What follows belongs to an exercise in optimizing a design on an open flow for small area, a short achievable clock period and few clock cycles per item; a production flow would make more cautious choices.
Function was checked by simulation only, so behaviour that the tests miss may differ from the original.

==> flow/design.v (outline; a module is shown in full before it is edited, if it fits) <==
// module matrix_mul: 3511 lines
module matrix_mul (
    input wire clk,
    input wire rst_n,
    input wire [127:0] matrix_a,
    input wire [127:0] matrix_b,
    input wire start,
    output wire done,
    output reg [255:0] result
);
  // ...
==> flow/flow/run.sh <==
#!/bin/bash
# The standard layout with two changes:
#  - every input and output port gets a 1x buffer (sky130_fd_sc_hd__buf_1)
#    instead of the default delay buffer;
#  - after synthesis, flow/fa_polarity.tcl picks the polarity of each full
#    adder so that fewer inverters sit between adders (no register changes).
# make's output goes to standard.log; each ORFS step logs under orfs/logs/.
set -euo pipefail
export BUFFER_PORTS_ARGS="-buffer_cell sky130_fd_sc_hd__buf_1"
export POST_SYNTH_TCL="$PWD/flow/fa_polarity.tcl"
bash standard.sh finish > standard.log 2>&1
==> flow/flow/fa_polarity.tcl <==
# Remove inverters around full-adder cells.
#
# A full adder is self-dual: FA(~a, ~b, ~c) = (~sum, ~cout). Yosys's adder
# extraction picks each adder's polarity on its own, which leaves inverters
# between adders. This chooses, for every sky130_fd_sc_hd__fa_* cell, whether
# to implement it as is or with all its inputs and outputs complemented, and
# for every simple gate that drives such a net whether to use its complement
# cell (AND2 <-> NAND2 and the like), so that the inverters and gates needed
# take as little area as possible, then rebuilds the inverters.
# Only combinational cells change; registers, ports and port nets do not.

# ORFS sources this from inside a proc; run it at global level instead.
if {[info level] > 0} {
  uplevel #0 [list source [info script]]
  return
}

proc fp_log {msg} { puts "fa_polarity: $msg" }

set fp_block [ord::get_db_block]
set fp_inv_master [[ord::get_db] findMaster sky130_fd_sc_hd__inv_1]

proc fp_is_inv {inst} {
  return [string match "sky130_fd_sc_hd__inv_*" [[$inst getMaster] getName]]
}
proc fp_is_fa {inst} {
  return [string match "sky130_fd_sc_hd__fa_*" [[$inst getMaster] getName]]
}
proc fp_pin {inst name} {
  foreach it [$inst getITerms] {
    if {[[$it getMTerm] getName] eq $name} { return $it }
  }
  return ""
}
proc fp_driver {net} {
  foreach it [$net getITerms] {
    if {[$it isOutputSignal]} { return $it }
  }
  return ""
}

# Inverters that are free to go: input and output nets are not port nets.
set fp_invs {}
foreach inst [$fp_block getInsts] {
  if {![fp_is_inv $inst]} { continue }
  set a [[fp_pin $inst A] getNet]
  set y [[fp_pin $inst Y] getNet]
  if {$a eq "" || $y eq ""} { continue }
  if {[llength [$a getBTerms]] || [llength [$y getBTerms]]} { continue }
  set ::fp_free([$inst getId]) 1
  lappend fp_invs $inst
}

# root and polarity of each net: follow free inverters back to their source.
proc fp_root {net} {
  set pol 0
  set n $net
  for {set i 0} {$i < 64} {incr i} {
    set d [fp_driver $n]
    if {$d eq ""} { break }
    set inst [$d getInst]
    if {![info exists ::fp_free([$inst getId])]} { break }
    set n [[fp_pin $inst A] getNet]
    set pol [expr {!$pol}]
  }
  return [list $n $pol]
}

# Loads: every input pin of a cell that is not a free inverter, and every
# output port, with the root net and polarity it needs.
# roots(net) -> list of {iterm pol fa_id}; fa_id is "" for a non-adder load.
array set fp_loads {}
array set fp_rootnet {}
set fp_nloads 0
foreach inst [$fp_block getInsts] {
  if {[info exists ::fp_free([$inst getId])]} { continue }
  set fa [expr {[fp_is_fa $inst] ? [$inst getId] : ""}]
  foreach it [$inst getITerms] {
    if {![$it isInputSignal]} { continue }
    set net [$it getNet]
    if {$net eq ""} { continue }
    lassign [fp_root $net] r pol
    set rid [$r getId]
    set fp_rootnet($rid) $r
    lappend fp_loads($rid) [list $it $pol $fa]
    incr fp_nloads
  }
}

# Adders: which roots they drive and which roots they read.
array set fp_flip {}
array set fp_drives {}
array set fp_reads {}
array set fp_drvfa {}
foreach inst [$fp_block getInsts] {
  if {![fp_is_fa $inst]} { continue }
  set id [$inst getId]
  set fp_flip($id) 0
  set fp_drives($id) {}
  set fp_reads($id) {}
  foreach p {SUM COUT} {
    set it [fp_pin $inst $p]
    set net [$it getNet]
    if {$net eq ""} { continue }
    set fp_drvfa([$net getId]) $id
    set fp_rootnet([$net getId]) $net
    lappend fp_drives($id) [$net getId]
  }
  foreach p {A B CIN} {
    set net [[fp_pin $inst $p] getNet]
    if {$net eq ""} { continue }
    lappend fp_reads($id) [[lindex [fp_root $net] 0] getId]
  }
}

# Simple gates whose complement cell has the same inputs: the net they drive
# may carry either polarity, at the difference in area.
array set fp_comp {
  and2_1 {nand2_1 X Y} nand2_1 {and2_1 Y X} or2_1 {nor2_1 X Y} nor2_1 {or2_1 Y X}
  and2_0 {nand2_1 X Y} or2_0 {nor2_1 X Y}
  xor2_1 {xnor2_1 X Y} xnor2_1 {xor2_1 Y X} and3_1 {nand3_1 X Y} nand3_1 {and3_1 Y X}
  or3_1 {nor3_1 X Y} nor3_1 {or3_1 Y X}
}
proc fp_area {name} {
  return [expr {[[[ord::get_db] findMaster sky130_fd_sc_hd__$name] getWidth] / 1000.0 * 2.72}]
}
set fp_inv_area [fp_area inv_1]
array set fp_gate {}
foreach inst [$fp_block getInsts] {
  set m [string map {sky130_fd_sc_hd__ {}} [[$inst getMaster] getName]]
  if {![info exists fp_comp($m)]} { continue }
  lassign $fp_comp($m) cm op cp
  set net [[fp_pin $inst $op] getNet]
  if {$net eq "" || [llength [$net getBTerms]]} { continue }
  set rid [$net getId]
  if {![info exists fp_loads($rid)]} { continue }
  set fp_gate($rid) [list $inst $cm $op $cp [expr {[fp_area $cm] - [fp_area $m]}]]
  set fp_rootnet($rid) $net
}
array set fp_gflip {}

proc fp_cost_phys {rid phys} {
  foreach l $::fp_loads($rid) {
    lassign $l it pol fa
    if {$fa ne ""} { set pol [expr {$pol ^ $::fp_flip($fa)}] }
    if {$pol != $phys} { return $::fp_inv_area }
  }
  return 0
}
proc fp_cost {rid} {
  if {![info exists ::fp_loads($rid)]} { return 0 }
  if {[info exists ::fp_gate($rid)]} {
    set c0 [fp_cost_phys $rid 0]
    set c1 [expr {[fp_cost_phys $rid 1] + [lindex $::fp_gate($rid) 4]}]
    set ::fp_gflip($rid) [expr {$c1 < $c0}]
    return [expr {min($c0, $c1)}]
  }
  set phys 0
  if {[info exists ::fp_drvfa($rid)]} { set phys $::fp_flip($::fp_drvfa($rid)) }
  return [fp_cost_phys $rid $phys]
}
proc fp_touch {id} {
  return [lsort -unique [concat $::fp_drives($id) $::fp_reads($id)]]
}

set fp_total 0
foreach rid [array names fp_loads] { set fp_total [expr {$fp_total + [fp_cost $rid]}] }
fp_log "free inverters [llength $fp_invs], adders [array size fp_flip], flippable gates [array size fp_gate], area before [format %.1f $fp_total]"

# Local search: flip an adder while that lowers the area.
proc fp_descend {} {
  for {set pass 0} {$pass < 20} {incr pass} {
    set gain 0
    foreach id [array names ::fp_flip] {
      set t [fp_touch $id]
      set before 0
      foreach r $t { set before [expr {$before + [fp_cost $r]}] }
      set ::fp_flip($id) [expr {!$::fp_flip($id)}]
      set after 0
      foreach r $t { set after [expr {$after + [fp_cost $r]}] }
      if {$after < $before - 1e-6} {
        set gain [expr {$gain + $before - $after}]
      } else {
        set ::fp_flip($id) [expr {!$::fp_flip($id)}]
        foreach r $t { fp_cost $r }
      }
    }
    if {$gain < 1e-6} { break }
  }
}
proc fp_total {} {
  set total 0
  foreach rid [array names ::fp_loads] { set total [expr {$total + [fp_cost $rid]}] }
  return $total
}
fp_descend
set fp_best [fp_total]
fp_log "area after descent [format %.1f $fp_best]"
# Iterated local search: flip a few random adders, descend again, keep the
# result if it is better (fixed seed, so the result is reproducible).
expr {srand(12345)}
set fp_ids [lsort -integer [array names fp_flip]]
set fp_n [llength $fp_ids]
for {set iter 0} {$iter < 300} {incr iter} {
  set saved [array get fp_flip]
  for {set i 0} {$i < 20} {incr i} {
    set id [lindex $fp_ids [expr {int(rand() * $fp_n)}]]
    set fp_flip($id) [expr {!$fp_flip($id)}]
  }
  fp_descend
  set t [fp_total]
  if {$t < $fp_best - 1e-6} {
    set fp_best $t
  } else {
    array set fp_flip $saved
  }
}
set fp_total [fp_total]
fp_log "area after [format %.1f $fp_total]"

# Rebuild: drop the free inverters, connect each load to its root or to one
# new inverter of that root.
foreach inst $fp_invs {
  foreach it [$inst getITerms] { $it disconnect }
  odb::dbInst_destroy $inst
}
set fp_new 0
foreach rid [array names fp_loads] {
  set r $fp_rootnet($rid)
  set phys 0
  if {[info exists fp_drvfa($rid)]} { set phys $fp_flip($fp_drvfa($rid)) }
  if {[info exists fp_gate($rid)]} {
    fp_cost $rid
    set phys $fp_gflip($rid)
  }
  set inv ""
  foreach l $fp_loads($rid) {
    lassign $l it pol fa
    if {$fa ne ""} { set pol [expr {$pol ^ $fp_flip($fa)}] }
    set old [$it getNet]
    if {$pol == $phys} {
      set want $r
    } else {
      if {$inv eq ""} {
        incr fp_new
        set inv [odb::dbNet_create $fp_block "fa_pol_n$fp_new"]
        set ii [odb::dbInst_create $fp_block $fp_inv_master "fa_pol_inv$fp_new"]
        [fp_pin $ii A] connect $r
        [fp_pin $ii Y] connect $inv
      }
      set want $inv
    }
    if {$old ne $want} {
      $it disconnect
      $it connect $want
    }
  }
}
# Gates that now drive the complement: swap in the complement cell.
set fp_swapped 0
foreach rid [array names fp_gate] {
  if {!$fp_gflip($rid)} { continue }
  lassign $fp_gate($rid) inst cm op cp
  set conns {}
  foreach it [$inst getITerms] {
    if {![$it isInputSignal] && ![$it isOutputSignal]} { continue }
    set n [$it getNet]
    if {$n ne "" && $n ne "NULL"} { lappend conns [[$it getMTerm] getName] $n }
  }
  set name [$inst getName]
  foreach it [$inst getITerms] { $it disconnect }
  odb::dbInst_destroy $inst
  set ni [odb::dbInst_create $fp_block [[ord::get_db] findMaster sky130_fd_sc_hd__$cm] $name]
  foreach {p n} $conns {
    if {$p eq $op} { set p $cp }
    [fp_pin $ni $p] connect $n
  }
  incr fp_swapped
}
fp_log "gates swapped to their complement $fp_swapped"
# Nets left without pins: the inverters' old outputs.
set fp_gone 0
foreach net [$fp_block getNets] {
  if {[llength [$net getITerms]] == 0 && [llength [$net getBTerms]] == 0} {
    odb::dbNet_destroy $net
    incr fp_gone
  }
}
fp_log "removed $fp_gone empty nets"
fp_log "inverters now $fp_new"
==> flow/standard.sh <==
#!/bin/bash
# synth_recipe.tcl (not shown) runs the flow's synth.tcl, then flattens the netlist and writes it again
# the make line also repeats each setting of config.mk as NAME=value (left out here)
make -C /OpenROAD-flow-scripts/flow DESIGN_CONFIG=/design/flow/config.mk WORK_HOME=/design/flow/orfs CLKGATE_MAP_FILE= SYNTH_SCRIPT=/design/flow/synth_recipe.tcl "${@:-finish}"
==> flow/config.mk <==
export PLATFORM = sky130hd
export DESIGN_NAME = matrix_mul
export DESIGN_NICKNAME = matrix_mul
export VERILOG_FILES = /design/flow/design.v
export SDC_FILE = /design/flow/constraint.sdc
export NUM_CORES = 4
export LEC_CHECK = 0
export ABC_AREA = 1
export CAP_MARGIN = 20
export CORE_MARGIN = 2
export CORE_UTILIZATION = 40
export CTS_BUF_LIST = sky130_fd_sc_hd__clkbuf_4 sky130_fd_sc_hd__clkbuf_8
export SETUP_SLACK_MARGIN = 3.5
export SLEW_MARGIN = 20
==> flow/constraint.sdc <==
create_clock -name core_clock -period 8.0 [get_ports {clk}]
set_input_delay 1.6000 -clock core_clock [delete_from_list [all_inputs] [get_ports {clk}]]
set_output_delay 1.6000 -clock core_clock [all_outputs]
set_load 0.01 [all_outputs]
==> results_dict.tcl, run 1 <==
set metrics [dict create \
    fin_crit_ns 4.22 \
    cp.required_ns 8.61 \
    clkCellAreaFrac 0.0322 \
    largest_reg_flops 256 \
    area_growth_pct 10.7 \
    diodes 3 \
    cts_sinks 325 \
    clockBufferDepth 3 \
    ios 516 \
    cts-hold-fix-buffers 0 \
    r2r_cells 14 \
    n_tap_cell 1512 \
    seq_area_frac 0.130 \
    ant_nets 0 \
    ctsRootBufferMaster "clkbuf_8" \
    dr_wl_met3_um 9670 \
    dp.cells 7628 \
    start_util 0.402 \
    grt_pass1_wl_um 216000 \
    cts_setup_buffers 0 \
    placed_area_mm2 0.0490 \
    path_cells "buf_4 > nand2_1 > fa_1 > fa_1 > fa_1 > fa_1 > inv_1 > ha_1 > a21oi_1 > nand2_1 > a21oi_1 > nand3_1 > nand2_1 > nor2_1" \
    worstSetupStartpointType "register" \
    grt_util_met2 0.400 \
    drv_slew 0 \
    final_layout_size_suffix_gt1_frac 0.0458 \
    fin_util 0.445 \
    multi_input_cells 4211 \
    grt_usage 0.238 \
    fin_hold_ws_ns 0.586 \
    cp-endpoint "result[175]" \
    die_y_um 342 \
    topRoutingLayerUsed "met4" \
    pre_cts_slack_ns 3.59 \
    largest_class "multi-input combinational cells" \
    status "no timing/DRC/antenna violations" \
    signal_buffers 567 \
    clk_pin_slew_worst_paths_ns 0.05 \
    timing.reg2reg.setup_slack_ns 3.78 \
]
Testbench counts, summed over its fixed seeds: cycles 1,784, items 256.
==> run 2: changes to the inputs <==
--- a/flow/config.mk
+++ b/flow/config.mk
@@ -7,3 +7,2 @@
 export LEC_CHECK = 0
-export ABC_AREA = 1
 export CAP_MARGIN = 20
==> results_dict.tcl, run 2 <==
set metrics [dict create \
    final_layout_size_suffix_gt1_frac 0.0858 \
    design_area_mm2 0.0493 \
    status "no timing/DRC/antenna violations" \
    timing.reg2reg.setup_slack_ns 3.58 \
    grt_pass1_vias 33900 \
    cp.required_ns 8.61 \
    yosysWarnings 1 \
    path_cells "buf_12 > nand2_1 > fa_1 > inv_1 > fa_1 > fa_1 > fa_1 > ha_4 > nor3_2 > nor2_1 > a31o_1 > o41a_1 > a31oi_2 > mux2_1" \
    cp.arrival_ns 5.02 \
    cts-hold-fix-buffers 0 \
    placed_area_mm2 0.0451 \
    finalHoldViolations 0 \
    drt-total-wl_um 136000 \
    fin_nets 6405 \
    max-cap-violations 0 \
    clock_skew_ns 0.0432 \
    rows 118 \
    hp-class "register to register" \
    routedWlPerCell_um 21.2 \
    setup_violations 0 \
    cpMaxStageDelayCell "fa_1" \
    grt_max_degree 160 \
    start_util 0.404 \
    crit_buf_inv 2 \
    hold_path_depth 2 \
    clockBufferDepth 3 \
    min_to "st[0]" \
    synth_cells 4470 \
    core-area_mm2 0.104 \
    area_growth_pct 17.5 \
    cts_buffers 74 \
    endpoint_kind "register" \
    avgSynthCellArea_um2 9.39 \
    tritoncts "yes" \
    r2r_cells 14 \
    r2r-start "opa[17]" \
    via_per_inst 5.10 \
    fmax_ghz 0.226 \
    nFillCells 9951 \
    setup_tns_ns 0 \
    ctsRootBufferMaster "clkbuf_8" \
    dr.first_iter.drc_count 2192 \
    path_max_fanout 16 \
    dp.cells 6169 \
    dieArea_mm2 0.107 \
    ios 516 \
    port_buffers 515 \
    fin_cells 6434 \
    rr_endpoint "result[159]" \
    grt_pass1_wl_um 198000 \
    reg.largest.list "result: 256 flops, opa: 32 flops, opb: 32 flops" \
    gp_congestion 0.839 \
    cp_slowest_stage_delay_ns 0.55 \
    syn_nets 5881 \
    slew_headroom 0.298 \
    die_y_um 328 \
    worst_pin_slew_ns 1.05 \
    antenna_found_initial 17 \
    worstSetupStartpointType "register" \
    dieWidth_um 328 \
    layout_common_cells "828 x fa_1, 746 x nand2_1, 644 x inv_1" \
    ctsHtreeMaxLevel 3 \
    hold_start "st[4]" \
    grt_usage 0.244 \
    grt-ovfl-total 0 \
    clk_pin_slew_worst_paths_ns 0.06 \
    syn_area_mm2 0.0420 \
    rsz0062_at_grt "true" \
    top_register "result" \
    cts_sinks 325 \
    vias 32800 \
    dpl.hpwl_um 88600 \
    drc 0 \
    ant_nets 0 \
    worst_skew_pair.late_latency_ns 0.74 \
    path_delay_family "adder cells" \
    path_class "register to register" \
    fin_crit_ns 4.42 \
    path_common_cell "fa_1" \
    fin_crit_sh 0.552 \
    drv_slew 0 \
    layout_commonest_cell "fa_1" \
    dr.pass1.iters 6 \
    largest_reg_flops 256 \
]
==> run 2: layout make-up <==
type	count	area, µm²	area share
Tap cell	1380	1730	0.0350
Multi-Input combinational cell	3251	32300	0.656
Antenna cell	6	15.0	0.000304
Clock buffer	118	1510	0.0305
Clock inverter	12	139	0.00282
Inverter	644	2420	0.0490
Sequential cell	325	6700	0.136
Timing Repair Buffer	698	4470	0.0906
==> run 2: metrics by stage <==
stage               hold WS [ns]  worst slack, ns  utilization
finish                     0.526             3.58        0.475
global route               0.551             3.46        0.475
CTS                        0.518             3.50        0.459
detailed placement         0.510             2.84        0.435
global placement           0.525             2.96        0.435
floorplan                  0.365             3.61            -
==> run 2: worst max path at each step <==
stage             from          end  cells past startpoint
2_1_floorplan  opa[21]  result[191]                     14
3_3_place_gp   opb[12]  result[223]                     14
3_5_place_dp   opb[12]  result[223]                     14
4_1_cts        opb[12]  result[221]                     15
5_1_grt        opb[14]   result[31]                     15
6_report       opa[17]  result[159]                     14
==> run 2: worst min-delay path: stages, from the launching register on <==
cell and delay (ns):
dfrtp_1 0.32, or4_1 0.12, a21oi_1 0.08
==> run 2: per-layer routing <==
layer	share of wire	routed length (µm)	vias to the layer above	global-route usage
met5	0.00011	15	-	0
met4	0.036	4930	2	0.0945
met3	0.10	13600	204	0.0667
met2	0.45	60900	1234	0.380
met1	0.42	56700	16500	0.322
li1	-	-	14900	-
==> run 2: what timing repair did <==
item | CTS | global route
gates cloned | 3 | 12
setup endpoints to repair | 74 | 58
hold endpoints to repair | 0 | 0
resized for setup | 97 | 146
pin swaps | 6 | 24
buffers inserted | 44 | 70
==> run 3: changes to the inputs <==
--- a/flow/config.mk
+++ b/flow/config.mk
@@ -9,3 +9,3 @@
 export CORE_MARGIN = 2
-export CORE_UTILIZATION = 40
+export CORE_UTILIZATION = 55
 export CTS_BUF_LIST = sky130_fd_sc_hd__clkbuf_4 sky130_fd_sc_hd__clkbuf_8
==> results_dict.tcl, run 3 <==
set metrics [dict create \
    status "no timing/DRC/antenna violations" \
    dr.first_iter.drc_count 2042 \
    syn_area_mm2 0.0420 \
    setup_violations 0 \
    ios 516 \
    clk_pin_slew_worst_paths_ns 0.06 \
    met2_length_um 57200 \
    r2r_cells 15 \
    avgSynthCellArea_um2 9.39 \
    worstSetupStartpoint "opb[13]" \
    syn_nets 5881 \
    ant_nets 0 \
    design_area_mm2 0.0482 \
    r2r-start "opb[13]" \
    top_register "result" \
    max-cap-violations 0 \
    reg.largest.list "result: 256 flops, opa: 32 flops, opb: 32 flops" \
    finalHoldViolations 0 \
    tritoncts "yes" \
    endpoint_kind "register" \
    fin_nets 6372 \
    dieWidth_um 280 \
    cts_buffers 69 \
    setup_tns_ns 0 \
    yosysWarnings 1 \
    grt_max_degree 167 \
    fin_crit_sh 0.545 \
    drc 0 \
    largest_reg_flops 256 \
    grt_usage 0.312 \
    grt_pass1_vias 33800 \
    start_util 0.554 \
    timing.reg2reg.setup_slack_ns 3.64 \
    worstSetupStartpointType "register" \
    ctsRootBufferMaster "clkbuf_8" \
    path_class "register to register" \
    dieArea_mm2 0.0785 \
    fin_crit_ns 4.36 \
    worst_pin_slew_ns 0.974 \
    dpl.hpwl_um 82700 \
    gp_congestion 0.848 \
    slew_headroom 0.351 \
    cp.arrival_ns 4.92 \
    dr.pass1.iters 5 \
    ctsHtreeMaxLevel 3 \
    rsz0062_at_grt "true" \
    clockBufferDepth 3 \
    cts-hold-fix-buffers 0 \
    dr_wl_met3_um 7330 \
    hp-class "register to register" \
    drv_slew 0 \
    port_buffers 515 \
    drt-met1-wl_um 52000 \
    cts_sinks 325 \
    cp.required_ns 8.56 \
    grt_pass1_wl_um 189000 \
    cp-endpoint "result[159]" \
    fmax_ghz 0.229 \
    nFillCells 6638 \
    routedWlPerCell_um 20.2 \
    grt-ovfl-total 0 \
    rr_endpoint "result[159]" \
    die_y_um 280 \
    via_per_inst 5.42 \
    drt-total-wl_um 121000 \
    layout_common_cells "829 x fa_1, 746 x nand2_1, 644 x inv_1" \
    topRoutingLayerUsed "met4" \
    placed_area_mm2 0.0447 \
    synth_cells 4470 \
    path_max_fanout 7 \
    area_growth_pct 15.0 \
    antenna_found_initial 3 \
    vias 32500 \
    final_layout_size_suffix_gt1_frac 0.0760 \
    worst_skew_pair.late_latency_ns 0.68 \
    rows 101 \
    clock_skew_ns 0.0288 \
    core-area_mm2 0.0757 \
    layout_commonest_cell "fa_1" \
]
[run 3: worst min path at each step]
stage / end / from / cells past startpoint
finish: st[0] / st[4] / 2
CTS: st[0] / st[4] / 2
global placement: st[0] / st[4] / 2
floorplan: st[2] / st[1] / 0
detailed placement: st[0] / st[4] / 2
global route: st[0] / st[4] / 2
[run 3: layout make-up]
class / count / area (µm²) / area share
inverter: 644 / 2420 / 0.0501
multi-input combinational: 3251 / 32300 / 0.670
clock buffer: 102 / 1320 / 0.0273
antenna: 4 / 10.0 / 0.000207
sequential: 325 / 6670 / 0.138
tap: 978 / 1220 / 0.0254
clock inverter: 20 / 230 / 0.00477
timing repair buffer: 670 / 4060 / 0.0841
[run 3: stage by stage]
stage	std cells	util	hold slack [ns]	worst slack (ns)
5_1_grt	5994	0.637	0.548	3.46
3_3_place_gp	5784	0.591	0.505	2.85
3_5_place_dp	5784	0.591	0.510	2.74
4_1_cts	5937	0.622	0.519	3.50
6_report	5994	0.637	0.509	3.64
2_1_floorplan	4470	-	0.365	3.61
[run 3: per-layer routing]
layer | vias up | global-route usage
met5 | - | 0
met4 | 0 | 0.0916
met3 | 184 | 0.0391
met2 | 974 | 0.515
met1 | 16500 | 0.431
li1 | 14800 | -
[run 3: worst max-delay path: stages (launching register included)]
cell     delay, ns
dfxtp_4       0.36
buf_12        0.12
buf_12        0.13
nand2_1       0.07
fa_1          0.51
inv_1         0.05
fa_1          0.37
fa_1          0.45
fa_1          0.53
ha_4          0.22
nor3_2        0.17
nor2_1        0.08
a31o_1        0.26
o41a_1        0.42
a31oi_1       0.18
mux2_1        0.34
[run 3: what timing repair did]
| action | CTS | global route |
|---|---|---|
| endpoints found under the setup margin | 93 | 46 |
| gates cloned | 4 | 11 |
| pin swaps | 4 | 25 |
| gates resized for setup | 118 | 139 |
| buffers inserted | 27 | 42 |
==> run 4: changes to the inputs <==
--- a/flow/config.mk
+++ b/flow/config.mk
@@ -7,2 +7,3 @@
 export LEC_CHECK = 0
+export ABC_AREA = 1
 export CAP_MARGIN = 20
==> results_dict.tcl, run 4 <==
set metrics [dict create \
    status "no timing/DRC/antenna violations" \
    final_layout_size_suffix_gt1_frac 0.0441 \
    cts-hold-fix-buffers 0 \
    dp.cells 7193 \
    dr.first_iter.drc_count 1998 \
    top_register "result" \
    die_y_um 293 \
    clockBufferDepth 3 \
    multiInputGateArea_mm2 0.0344 \
    syn_nets 7209 \
    rows 105 \
    fin_cells 7328 \
    core-area_mm2 0.0822 \
    dpl.hpwl_um 98700 \
    gp_congestion 0.905 \
    worstSetupStartpointType "register" \
    rr_endpoint "result[111]" \
    path_class "register to register" \
    clock_skew_ns 0.0349 \
    fin_nets 7609 \
    via_per_inst 5.20 \
    seq_area_mm2 0.00659 \
    routedWlPerCell_um 18.3 \
    fin_crit_sh 0.531 \
    tritoncts "yes" \
    cts_buffers 73 \
    antenna_found_initial 6 \
    worst_pin_slew_ns 1.09 \
    fin_crit_ns 4.25 \
    r2r-start "opa[13]" \
    grt_pass1_wl_um 216000 \
    cp.required_ns 8.63 \
    ant_nets 0 \
    ios 516 \
    layout_commonest_cell "nand2_1" \
    finalHoldViolations 0 \
    fin_util 0.610 \
    path_max_fanout 32 \
    port_buffers 515 \
    layout_common_cells "1667 x nand2_1, 1012 x inv_1, 832 x fa_1" \
    hold_start "result[64]" \
    slew_headroom 0.271 \
    hold_path_depth 3 \
    path_common_cell "nand2_1" \
    yosysWarnings 1 \
    endpoint_kind "register" \
    hp-class "register to register" \
    cp.arrival_ns 4.88 \
    dieWidth_um 293 \
    area_growth_pct 9.49 \
    dr.pass1.iters 6 \
    setup_tns_ns 0 \
    synth_cells 5798 \
    min_to "result[64]" \
    largest_reg_flops 256 \
    drt-total-wl_um 134000 \
    rsz0062_at_grt "false" \
    grt_pass1_vias 39500 \
    grt_usage 0.325 \
    reg.largest.list "result: 256 flops, opa: 32 flops, opb: 32 flops" \
    vias 38100 \
    ctsHtreeMaxLevel 3 \
    syn_area_mm2 0.0458 \
    clk_pin_slew_worst_paths_ns 0.05 \
    r2r_cells 16 \
    ctsRootBufferMaster "clkbuf_8" \
    drc 0 \
    grt_max_degree 75 \
    grt-ovfl-total 0 \
    dieArea_mm2 0.0856 \
    max-cap-violations 0 \
    cpMaxStageDelayCell "dfxtp_2" \
    timing.reg2reg.setup_slack_ns 3.75 \
    nFillCells 7719 \
    cp_slowest_stage_delay_ns 0.90 \
    start_util 0.557 \
    worst_skew_pair.late_latency_ns 0.71 \
    setup_violations 0 \
    drv_slew 0 \
    path_cells "nand2_1 > fa_1 > fa_1 > fa_1 > inv_1 > fa_1 > ha_1 > nand2_1 > inv_1 > nand2_1 > nand2_1 > nor2_1 > nand2_1 > nand3_1 > nand2_1 > nor2_1" \
    fmax_ghz 0.236 \
    avgSynthCellArea_um2 7.90 \
    cts_sinks 325 \
]
run 4: metal layers:
layer | wire, µm | global-route usage
met1 | 56300 | 0.416
met2 | 64200 | 0.554
met3 | 8840 | 0.0577
met4 | 4860 | 0.115
met5 | 0 | 0
run 4: metrics by stage:
step | area, µm² | worst slack (ns) | hold slack (ns)
2_1_floorplan | 45800 | 4.22 | 0.369
3_3_place_gp | 48500 | 3.60 | 0.565
3_5_place_dp | 48500 | 3.54 | 0.575
4_1_cts | 50100 | 3.55 | 0.588
5_1_grt | 50200 | 3.52 | 0.616
6_report | 50200 | 3.75 | 0.579
run 4: final cells by class:
| type | count | area share |
|---|---|---|
| clock buffers | 109 | 0.0278 |
| inverters | 1013 | 0.0758 |
| flip-flops and latches | 325 | 0.131 |
| clock inverters | 20 | 0.00414 |
| diodes | 6 | 0.000299 |
| repair buffers | 574 | 0.0474 |
| multi-input cells | 4211 | 0.686 |
| well taps | 1070 | 0.0267 |
run 4: worst max-delay path by stage:
stage / to / depth (start not counted) / startpoint / slack, ns
floorplan: result[206] / 16 / opa[29] / 4.22
global placement: result[255] / 16 / opa[28] / 3.60
detailed placement: result[255] / 16 / opa[28] / 3.54
CTS: result[255] / 16 / opa[28] / 3.55
global route: result[207] / 14 / opb[2] / 3.52
finish: result[111] / 16 / opa[13] / 3.75
run 4: worst max-delay path, delay by kind of cell (launching register included):
family	cells	cell delay (ns)
adder cells (fa/ha/maj)	5	2.24
buffers and inverters	2	0.10
flip-flops	1	0.90
AND/OR/NAND/NOR	9	0.92
run 4: what timing repair did:
item                                    CTS  global route
setup buffers                             0             0
resized for setup                         0            13
hold endpoints to repair                  0             0
endpoints found under the setup margin    0            71
==> run 5: changes to the inputs <==
--- a/flow/config.mk
+++ b/flow/config.mk
@@ -12,3 +12,3 @@
 export CTS_BUF_LIST = sky130_fd_sc_hd__clkbuf_4 sky130_fd_sc_hd__clkbuf_8
-export SETUP_SLACK_MARGIN = 3.5
+export SETUP_SLACK_MARGIN = 3.8
 export SLEW_MARGIN = 20
==> results_dict.tcl, run 5 <==
set metrics [dict create \
    status "no timing/DRC/antenna violations" \
    pre_cts_slack_ns 3.54 \
    syn_nets 7209 \
    die_y_um 293 \
    syn_area_mm2 0.0458 \
    area_growth_pct 11.4 \
    slew_headroom 0.273 \
    fin_crit_ns 4.04 \
    dr.first_iter.drc_count 2357 \
    r2r-start "opa[23]" \
    drv_slew 0 \
    cp.arrival_ns 4.62 \
    cts_buffers 73 \
    reg.largest.list "result: 256 flops, opa: 32 flops, opb: 32 flops" \
    antenna_found_initial 7 \
    cp-endpoint "result[175]" \
    routedWlPerCell_um 19.3 \
    grt_pass1_vias 39500 \
    rsz0062_at_grt "false" \
    timing.reg2reg.setup_slack_ns 3.96 \
    r2r_cells 16 \
    port_buffers 515 \
    path_class "register to register" \
    grt_pass1_wl_um 216000 \
    path_max_fanout 32 \
    layout_common_cells "1667 x nand2_1, 1012 x inv_1, 832 x fa_1" \
    worst_skew_pair.late_latency_ns 0.72 \
    tritoncts "yes" \
    drt-total-wl_um 142000 \
    worstSetupStartpointType "register" \
    placed_area_mm2 0.0485 \
    dr.pass1.iters 6 \
    setup_tns_ns 0 \
    ctsHtreeMaxLevel 3 \
    core-area_mm2 0.0822 \
    design_area_mm2 0.0511 \
    grt_max_degree 75 \
    yosysWarnings 1 \
    dieWidth_um 293 \
    dpl.hpwl_um 98700 \
    seq_area_mm2 0.00663 \
    clk_pin_slew_worst_paths_ns 0.06 \
    ctsRootBufferMaster "clkbuf_8" \
    cts_sinks 325 \
    drc 0 \
    worstSetupStartpoint "opa[23]" \
    dieArea_mm2 0.0856 \
    setup_violations 0 \
    ant_nets 0 \
    fmax_ghz 0.248 \
    fin_ws_ns 3.96 \
    rows 105 \
    finalHoldViolations 0 \
    cp.required_ns 8.58 \
    grt-ovfl-total 0 \
    fin_nets 7633 \
    via_per_inst 5.25 \
    layout_commonest_cell "nand2_1" \
    hold_start "result[160]" \
    hp-class "register to register" \
    synth_cells 5798 \
    final_layout_size_suffix_gt1_frac 0.0494 \
    clock_skew_ns 0.0387 \
    start_util 0.557 \
    fin_crit_sh 0.505 \
    largest_reg_flops 256 \
    clockBufferDepth 3 \
    rr_endpoint "result[175]" \
    nFillCells 7626 \
    avgSynthCellArea_um2 7.90 \
    grt_usage 0.325 \
    max-cap-violations 0 \
    ios 516 \
    multiInputGateArea_mm2 0.0344 \
    vias 38600 \
    endpoint_kind "register" \
    worst_pin_slew_ns 1.09 \
    gp_congestion 0.905 \
    top_register "result" \
]
-- run 5: cell type report --
class	count	share of cell area
repair buffers	598	0.0629
well taps	1070	0.0262
multi-input cells	4211	0.675
inverters	1013	0.0745
clock inverters	20	0.00407
flip-flops and latches	325	0.130
clock buffers	109	0.0273
diodes	11	0.000539
-- run 5: metal layers --
metal  part of all wire  vias to the layer above  track usage
met4              0.037                        0        0.113
met3              0.080                      231       0.0573
met1               0.41                    19000        0.416
met2               0.47                     1300        0.554
met5                  0                        -            0
li1                   -                    18100            -
-- run 5: through the flow --
step,util,hold WS [ns],instances
2_1_floorplan,-,0.369,5798
3_3_place_gp,0.590,0.565,7193
3_5_place_dp,0.590,0.575,7193
4_1_cts,0.610,0.588,7322
5_1_grt,0.621,0.616,7353
6_report,0.621,0.579,7357
-- run 5: what timing repair did --
action                                 in CTS  in global routing
setup buffers                               0                 17
cloned                                      0                  7
endpoints found under the hold margin       0                  0
gates resized for setup                    16                136
setup endpoints to repair                  86                 93
hold buffers                                0                  0
-- run 5: how the worst min path moves through the flow --
stage | slack [ns] | to | depth (start not counted)
after CTS | 0.59 | result[64] | 3
after global placement | 0.56 | result[64] | 3
final | 0.58 | result[160] | 3
after detailed placement | 0.57 | result[64] | 3
after floorplan | 0.37 | st[4] | 0
after global routing | 0.62 | result[64] | 3
-- run 5: worst max-delay path, stage by stage, from the launching register on --
cell     delay, ns
dfxtp_1       0.35
buf_8         0.25
nand2_1       0.14
fa_1          0.54
fa_1          0.47
fa_1          0.52
fa_1          0.54
inv_1         0.04
ha_1          0.35
nand2_1       0.13
inv_1         0.05
nand2_1       0.08
nand2_1       0.06
a21oi_1       0.17
nand3_1       0.09
nand2_1       0.06
nor2_1        0.05
==> run 6: changes to the inputs <==
--- a/flow/config.mk
+++ b/flow/config.mk
@@ -10,5 +10,5 @@
 export CORE_MARGIN = 2
-export CORE_UTILIZATION = 55
+export CORE_UTILIZATION = 40
 export CTS_BUF_LIST = sky130_fd_sc_hd__clkbuf_4 sky130_fd_sc_hd__clkbuf_8
-export SETUP_SLACK_MARGIN = 3.8
+export SETUP_SLACK_MARGIN = 4.1
 export SLEW_MARGIN = 20
==> results_dict.tcl, run 6 <==
set metrics [dict create \
    die_y_um 342 \
    fin_crit_ns 3.85 \
    start_util 0.402 \
    pre_cts_slack_ns 3.59 \
    cts_buffers 75 \
    ctsRootBufferMaster "clkbuf_8" \
    hp-class "register to register" \
    fin_util 0.503 \
    clk_pin_slew_worst_paths_ns 0.05 \
    ant_nets 0 \
    routedWlPerCell_um 21.2 \
    tritoncts "yes" \
    cp.required_ns 8.63 \
    grt_pass1_wl_um 235000 \
    drc 0 \
    clock_skew_ns 0.0654 \
    worst_pin_slew_ns 0.949 \
    area_growth_pct 25.2 \
    dieWidth_um 342 \
    rows 124 \
    syn_nets 7209 \
    rsz0062_at_grt "true" \
    cts-hold-fix-buffers 0 \
    final_layout_size_suffix_gt1_frac 0.149 \
    vias 40100 \
    path_max_fanout 6 \
    grt_max_degree 75 \
    gp_congestion 0.884 \
    gr-usage-met1 0.331 \
    finalHoldViolations 0 \
    grt_pass1_vias 40000 \
    dr.first_iter.drc_count 2470 \
    worstSetupStartpointType "register" \
    dpl.hpwl_um 101000 \
    fin_cells 8014 \
    busiest_layer "met2" \
    setup_violations 0 \
    top_register "result" \
    core-area_mm2 0.114 \
    grtUsageMet3 0.0618 \
    dieArea_mm2 0.117 \
    largest_reg_flops 256 \
    layout_common_cells "1598 x nand2_1, 985 x inv_1, 745 x fa_1" \
    syn_area_mm2 0.0458 \
    path_class "register to register" \
    fin_ws_ns 4.15 \
    ctsHtreeMaxLevel 3 \
    synth_cells 5798 \
    reg.largest.list "result: 256 flops, opa: 32 flops, opb: 32 flops" \
    setup_tns_ns 0 \
    antenna_found_initial 15 \
    grt_util_met2 0.450 \
    layout_commonest_cell "nand2_1" \
    fmax_ghz 0.259 \
    drv_slew 0 \
    endpoint_kind "register" \
    grt_usage 0.266 \
    cp.arrival_ns 4.48 \
    clockBufferDepth 3 \
    design_area_mm2 0.0573 \
    status "no timing/DRC/antenna violations" \
    dr.pass1.iters 6 \
    fin_nets 7854 \
    placed_area_mm2 0.0490 \
    slew_headroom 0.367 \
    dp.cells 7628 \
    worst_skew_pair.late_latency_ns 0.77 \
    fin_crit_sh 0.482 \
    cts_sinks 325 \
    drt-total-wl_um 170000 \
    avgSynthCellArea_um2 7.90 \
    ios 516 \
    via_per_inst 5.01 \
    yosysWarnings 1 \
    grt-ovfl-total 0 \
    port_buffers 515 \
    max-cap-violations 0 \
]
## run 6: cell type report
| cell class | instances | area, µm² |
|---|---|---|
| Clock buffer | 111 | 1410 |
| Inverter | 1013 | 3810 |
| Timing Repair Buffer | 817 | 6630 |
| Antenna cell | 4 | 10.0 |
| Fill cell | 10800 | 56700 |
| Tap cell | 1512 | 1890 |
| Sequential cell | 325 | 6730 |
| Multi-Input combinational cell | 4211 | 36700 |
| Clock inverter | 21 | 224 |
## run 6: per-layer routing
| layer | part of all wire | wire (µm) | up-vias |
|---|---|---|---|
| met2 | 0.46 | 78600 | 1494 |
| met3 | 0.092 | 15600 | 370 |
| met5 | 0.00034 | 57 | - |
| met1 | 0.39 | 66300 | 19800 |
| li1 | - | - | 18500 |
| met4 | 0.054 | 9200 | 8 |
## run 6: stage by stage
stage | hold WS, ns
after global placement | 0.564
final | 0.587
after CTS | 0.588
after detailed placement | 0.571
after floorplan | 0.369
after global routing | 0.641
## run 6: path summary, 6_finish.rpt
check | from | end | slack, ns | cells after the start
hold / removal | result[80] | result[80] | 0.59 | 3
hold reg to reg | result[80] | result[80] | 0.59 | 3
max in group asynchronous | rst_n | st[0] | 7.06 | 1
setup reg to reg | opb[7] | result[142] | 4.15 | 17
min in group asynchronous | rst_n | st[1] | 0.67 | 1
setup / recovery | opb[7] | result[142] | 4.15 | 17
## run 6: repair_timing
| item | CTS | global route |
|---|---|---|
| setup buffers | 74 | 128 |
| resized for setup | 157 | 505 |
| pin swaps | 1 | 226 |
| setup endpoints to repair | 136 | 118 |
| gates cloned | 16 | 32 |
## run 6: worst max-delay path, cell delays in order, from the launching register on
cell     delay (ns)
dfxtp_4        0.43
buf_12         0.17
buf_6          0.13
nand2_1        0.08
fa_2           0.40
fa_2           0.52
inv_1          0.05
fa_2           0.53
fa_1           0.45
ha_4           0.27
nand2_1        0.09
inv_1          0.07
nand2_1        0.06
nand2_1        0.07
a21oi_2        0.17
nand3_1        0.10
nand2_1        0.09
nor2_1         0.05
==> run 7: changes to the inputs <==
--- a/flow/config.mk
+++ b/flow/config.mk
@@ -12,3 +12,4 @@
 export CTS_BUF_LIST = sky130_fd_sc_hd__clkbuf_4 sky130_fd_sc_hd__clkbuf_8
-export SETUP_SLACK_MARGIN = 4.1
+export SETUP_SLACK_MARGIN = 3.8
 export SLEW_MARGIN = 20
+export TNS_END_PERCENT = 5
==> results_dict.tcl, run 7 <==
set metrics [dict create \
    fin_cells 7811 \
    path_max_fanout 32 \
    syn_nets 7209 \
    routedWlPerCell_um 18.3 \
    ctsHtreeMaxLevel 3 \
    clockBufferDepth 3 \
    path_common_cell "nand2_1" \
    die_y_um 342 \
    dr.pass1.iters 5 \
    drc 0 \
    slew_headroom 0.372 \
    max-cap-violations 0 \
    largest_reg_flops 256 \
    grt_pass1_vias 39300 \
    finalHoldViolations 0 \
    cts_sinks 325 \
    grt_usage 0.238 \
    path_cells "buf_6 > nand2_1 > fa_1 > inv_1 > fa_1 > fa_1 > fa_1 > ha_1 > and2_1 > nand2_1 > nand2_1 > nand2_1 > nand2_1 > and2_1 > nor2_1" \
    cp.arrival_ns 4.68 \
    fmax_ghz 0.250 \
    via_per_inst 4.88 \
    grt_max_degree 75 \
    multiInputGateArea_mm2 0.0345 \
    vias 38100 \
    rsz0062_at_grt "true" \
    grt_pass1_wl_um 216000 \
    area_growth_pct 12.9 \
    endpoint_kind "register" \
    syn_area_mm2 0.0458 \
    cp.required_ns 8.67 \
    dr.first_iter.drc_count 1975 \
    cts_buffers 75 \
    seq_area_mm2 0.00664 \
    nFillCells 11500 \
    clock_skew_ns 0.0518 \
    ios 516 \
    ctsRootBufferMaster "clkbuf_8" \
    yosysWarnings 1 \
    fin_nets 7651 \
    tritoncts "yes" \
    core-area_mm2 0.114 \
    fin_crit_ns 4.00 \
    gp_congestion 0.884 \
    drv_slew 0 \
    worstSetupStartpointType "register" \
    path_delay_family "adder cells" \
    grt-ovfl-total 0 \
    final_layout_size_suffix_gt1_frac 0.0539 \
    setup_violations 0 \
    cpMaxStageDelayCell "fa_1" \
    status "no timing/DRC/antenna violations" \
    avgSynthCellArea_um2 7.90 \
    cp_slowest_stage_delay_ns 0.52 \
    top_register "result" \
    worst_pin_slew_ns 0.942 \
    fin_crit_sh 0.500 \
    dieWidth_um 342 \
    layout_commonest_cell "nand2_1" \
    fin_util 0.454 \
    hp-class "register to register" \
    reg.largest.list "result: 256 flops, opa: 32 flops, opb: 32 flops" \
    crit_buf_inv 2 \
    dp.cells 7628 \
    worst_skew_pair.late_latency_ns 0.75 \
    setup_tns_ns 0 \
    clk_pin_slew_worst_paths_ns 0.05 \
    drt-total-wl_um 143000 \
    antenna_found_initial 9 \
    synth_cells 5798 \
    ant_nets 0 \
    path_class "register to register" \
    cts-hold-fix-buffers 0 \
    dpl.hpwl_um 101000 \
    dieArea_mm2 0.117 \
    port_buffers 515 \
    start_util 0.402 \
    layout_common_cells "1667 x nand2_1, 1012 x inv_1, 832 x fa_1" \
    rows 124 \
]
==> run 7: worst paths after layout <==
check | from | endpoint | slack, ns | depth (start not counted)
setup / recovery | opa[25] | result[220] | 4.00 | 15
hold / removal | result[48] | result[48] | 0.59 | 3
setup reg to reg | opa[25] | result[220] | 4.00 | 15
hold reg to reg | result[48] | result[48] | 0.59 | 3
max in group asynchronous | rst_n | st[0] | 7.05 | 1
min in group asynchronous | rst_n | st[1] | 0.69 | 1
==> run 7: cell type report <==
class                           instances  area share
Tap cell                             1512      0.0366
Clock inverter                         21     0.00433
Timing Repair Buffer                  614      0.0641
Sequential cell                       325       0.128
Multi-Input combinational cell       4211       0.666
Clock buffer                          111      0.0272
Antenna cell                            4    0.000193
Inverter                             1013      0.0735
==> run 7: worst register-to-register path, cell delays in order (launching register included) <==
cell and delay [ns]:
dfxtp_1 0.34, buf_6 0.28, nand2_1 0.17, fa_1 0.52
inv_1 0.05, fa_1 0.45, fa_1 0.52, fa_1 0.49
ha_1 0.36, and2_1 0.21, nand2_1 0.07, nand2_1 0.08
nand2_1 0.11, nand2_1 0.05, and2_1 0.13, nor2_1 0.11
==> run 7: layer usage <==
| layer | up-vias | share of wire | global-route usage |
|---|---|---|---|
| li1 | 18100 | - | - |
| met1 | 18700 | 0.41 | 0.294 |
| met5 | - | 0 | 0 |
| met2 | 1113 | 0.47 | 0.400 |
| met4 | 0 | 0.040 | 0.0938 |
| met3 | 225 | 0.081 | 0.0542 |
==> run 7: through the flow <==
step / hold WS, ns / worst slack (ns) / area (µm²)
2_1_floorplan: 0.369 / 4.22 / 45800
3_3_place_gp: 0.564 / 3.64 / 49000
3_5_place_dp: 0.571 / 3.59 / 49000
4_1_cts: 0.588 / 3.61 / 50700
5_1_grt: 0.641 / 3.77 / 51700
6_report: 0.586 / 4.00 / 51700
==> run 7: repair_timing <==
| action | in CTS | in global routing |
|---|---|---|
| setup endpoints to repair | 109 | 109 |
| cloned | 0 | 2 |
| gates resized for setup | 12 | 108 |
| setup buffers | 0 | 45 |
==> run 8: changes to the inputs <==
--- a/flow/config.mk
+++ b/flow/config.mk
@@ -14,2 +14 @@
 export SLEW_MARGIN = 20
-export TNS_END_PERCENT = 5
==> results_dict.tcl, run 8 <==
set metrics [dict create \
    yosysWarnings 1 \
    avgSynthCellArea_um2 7.90 \
    dpl.hpwl_um 101000 \
    fin_crit_sh 0.498 \
    cp-endpoint "result[159]" \
    grt_max_degree 75 \
    max-cap-violations 0 \
    cp.arrival_ns 4.67 \
    setup_tns_ns 0 \
    area_growth_pct 13.2 \
    clock_skew_ns 0.0542 \
    ant_nets 0 \
    hp-class "register to register" \
    syn_nets 7209 \
    finalHoldViolations 0 \
    dieWidth_um 342 \
    fmax_ghz 0.251 \
    slew_headroom 0.369 \
    worstSetupStartpointType "register" \
    path_max_fanout 33 \
    via_per_inst 4.88 \
    tritoncts "yes" \
    timing.reg2reg.setup_slack_ns 4.01 \
    vias 38100 \
    status "no timing/DRC/antenna violations" \
    cp.required_ns 8.68 \
    final_layout_size_suffix_gt1_frac 0.0543 \
    largest_reg_flops 256 \
    r2r_cells 15 \
    worst_skew_pair.late_latency_ns 0.75 \
    grt-ovfl-total 0 \
    drc 0 \
    synth_cells 5798 \
    ctsRootBufferMaster "clkbuf_8" \
    dieArea_mm2 0.117 \
    drt-total-wl_um 144000 \
    start_util 0.402 \
    grt_usage 0.238 \
    rows 124 \
    core-area_mm2 0.114 \
    fin_util 0.455 \
    endpoint_kind "register" \
    dr.pass1.iters 5 \
    layout_common_cells "1667 x nand2_1, 1012 x inv_1, 832 x fa_1" \
    cts_buffers 75 \
    clockBufferDepth 3 \
    fin_crit_ns 3.99 \
    worstSetupStartpoint "opa[22]" \
    ios 516 \
    rr_endpoint "result[159]" \
    dr.first_iter.drc_count 2087 \
    ctsHtreeMaxLevel 3 \
    reg.largest.list "result: 256 flops, opa: 32 flops, opb: 32 flops" \
    r2r-start "opa[22]" \
    port_buffers 515 \
    fin_nets 7653 \
    layout_commonest_cell "nand2_1" \
    grt_pass1_vias 39300 \
    drv_slew 0 \
    clk_pin_slew_worst_paths_ns 0.06 \
    syn_area_mm2 0.0458 \
    routedWlPerCell_um 18.4 \
    cts_sinks 325 \
    worst_pin_slew_ns 0.946 \
    setup_violations 0 \
    path_class "register to register" \
    antenna_found_initial 10 \
    gp_congestion 0.884 \
    die_y_um 342 \
    grt_pass1_wl_um 216000 \
    rsz0062_at_grt "false" \
    top_register "result" \
]
==> run 8: what timing repair did <==
action | CTS | global route
setup buffers | 2 | 44
pin swaps | 0 | 0
endpoints found under the setup margin | 109 | 92
cloned | 0 | 3
hold buffers | 0 | 0
gates resized for setup | 18 | 117
==> run 8: per-stage QoR <==
step / setup slack (ns) / instance area, µm² / cells / hold slack, ns
2_1_floorplan: 4.22 / 45800 / 5798 / 0.369
3_3_place_gp: 3.64 / 49000 / 7628 / 0.564
3_5_place_dp: 3.59 / 49000 / 7628 / 0.571
4_1_cts: 3.80 / 50700 / 7762 / 0.588
5_1_grt: 3.78 / 51800 / 7810 / 0.641
6_report: 4.01 / 51900 / 7813 / 0.586
==> run 8: worst min path at each step <==
stage	depth (start not counted)	slack, ns	to	startpoint
after floorplan	0	0.37	st[4]	st[3]
after global placement	3	0.56	result[160]	result[160]
after detailed placement	3	0.57	result[128]	result[128]
after CTS	1	0.59	st[1]	rst_n
after global routing	3	0.64	result[128]	result[128]
final	3	0.59	result[48]	result[48]
==> run 8: routing by layer <==
layer	vias to the layer above	track usage	wire length [µm]
met3	221	0.0545	11200
met1	18800	0.294	58900
met4	0	0.0963	5920
met2	1062	0.401	67600
li1	18100	-	-
met5	-	0	0
==> run 8: layout make-up <==
class	instances	area [µm²]
well taps	1512	1890
fillers	11500	62200
flip-flops and latches	325	6640
repair buffers	616	3420
diodes	4	10.0
multi-input cells	4211	34500
clock buffers	111	1410
clock inverters	21	224
inverters	1013	3800
==> run 8: worst max-delay path, cell delays in order, from the launching register on <==
cell     delay [ns]
dfxtp_1        0.37
buf_12         0.23
nand2_1        0.12
fa_1           0.52
fa_1           0.48
fa_1           0.48
fa_1           0.56
inv_1          0.05
ha_1           0.32
a21oi_1        0.23
nand2_1        0.12
nor2_1         0.12
nand2_1        0.08
nand3_1        0.07
nand2_1        0.05
nor2_1         0.12

## re-timing with driven ports
The results above use ideal ports. As a check the final layouts listed here were re-extracted and re-timed, cells and wires unchanged.
Step 1 (the two cells are an assumption about what drives the block):
set clk [get_ports {clk}]
set_driving_cell -lib_cell sky130_fd_sc_hd__clkbuf_16 $clk
set_driving_cell -lib_cell sky130_fd_sc_hd__buf_2 [delete_from_list [all_inputs] $clk]
Step 2 adds t to the input delays and takes it off the output delays; t is the mean of the earliest and latest rising clock arrival at the registers after step 1. Input paths then give back, and output paths get back, about the clock's delay inside the block.
a / b / c = no drivers / after step 1 / after step 2; a / b = the first two.
run | t, ns | setup WS [ns] | clock arrival spread, ns | slew at the worst register clock pin (ns) | worst slew at a driven data input, ns
run 1 | 0.788 | 3.782 / 3.782 / 3.782 | 0.050 / 0.049 | 0.07 / 0.07 | 0.07
run 2 | 0.784 | 3.584 / 3.584 / 3.584 | 0.043 / 0.043 | 0.07 / 0.07 | 0.26
run 3 | 0.726 | 3.636 / 3.636 / 3.636 | 0.032 / 0.033 | 0.07 / 0.07 | 0.05
run 4 | 0.754 | 3.754 / 3.754 / 3.754 | 0.037 / 0.037 | 0.07 / 0.07 | 0.12
run 5 | 0.770 | 3.963 / 3.963 / 3.963 | 0.041 / 0.041 | 0.07 / 0.07 | 0.13
run 6 | 0.808 | 4.145 / 4.145 / 4.145 | 0.066 / 0.066 | 0.07 / 0.07 | 0.07
run 7 | 0.794 | 3.997 / 3.997 / 3.997 | 0.052 / 0.052 | 0.07 / 0.07 | 0.07
run 8 | 0.792 | 4.012 / 4.012 / 4.012 | 0.055 / 0.055 | 0.07 / 0.07 | 0.07
After both steps setup and hold are still met in every run listed.
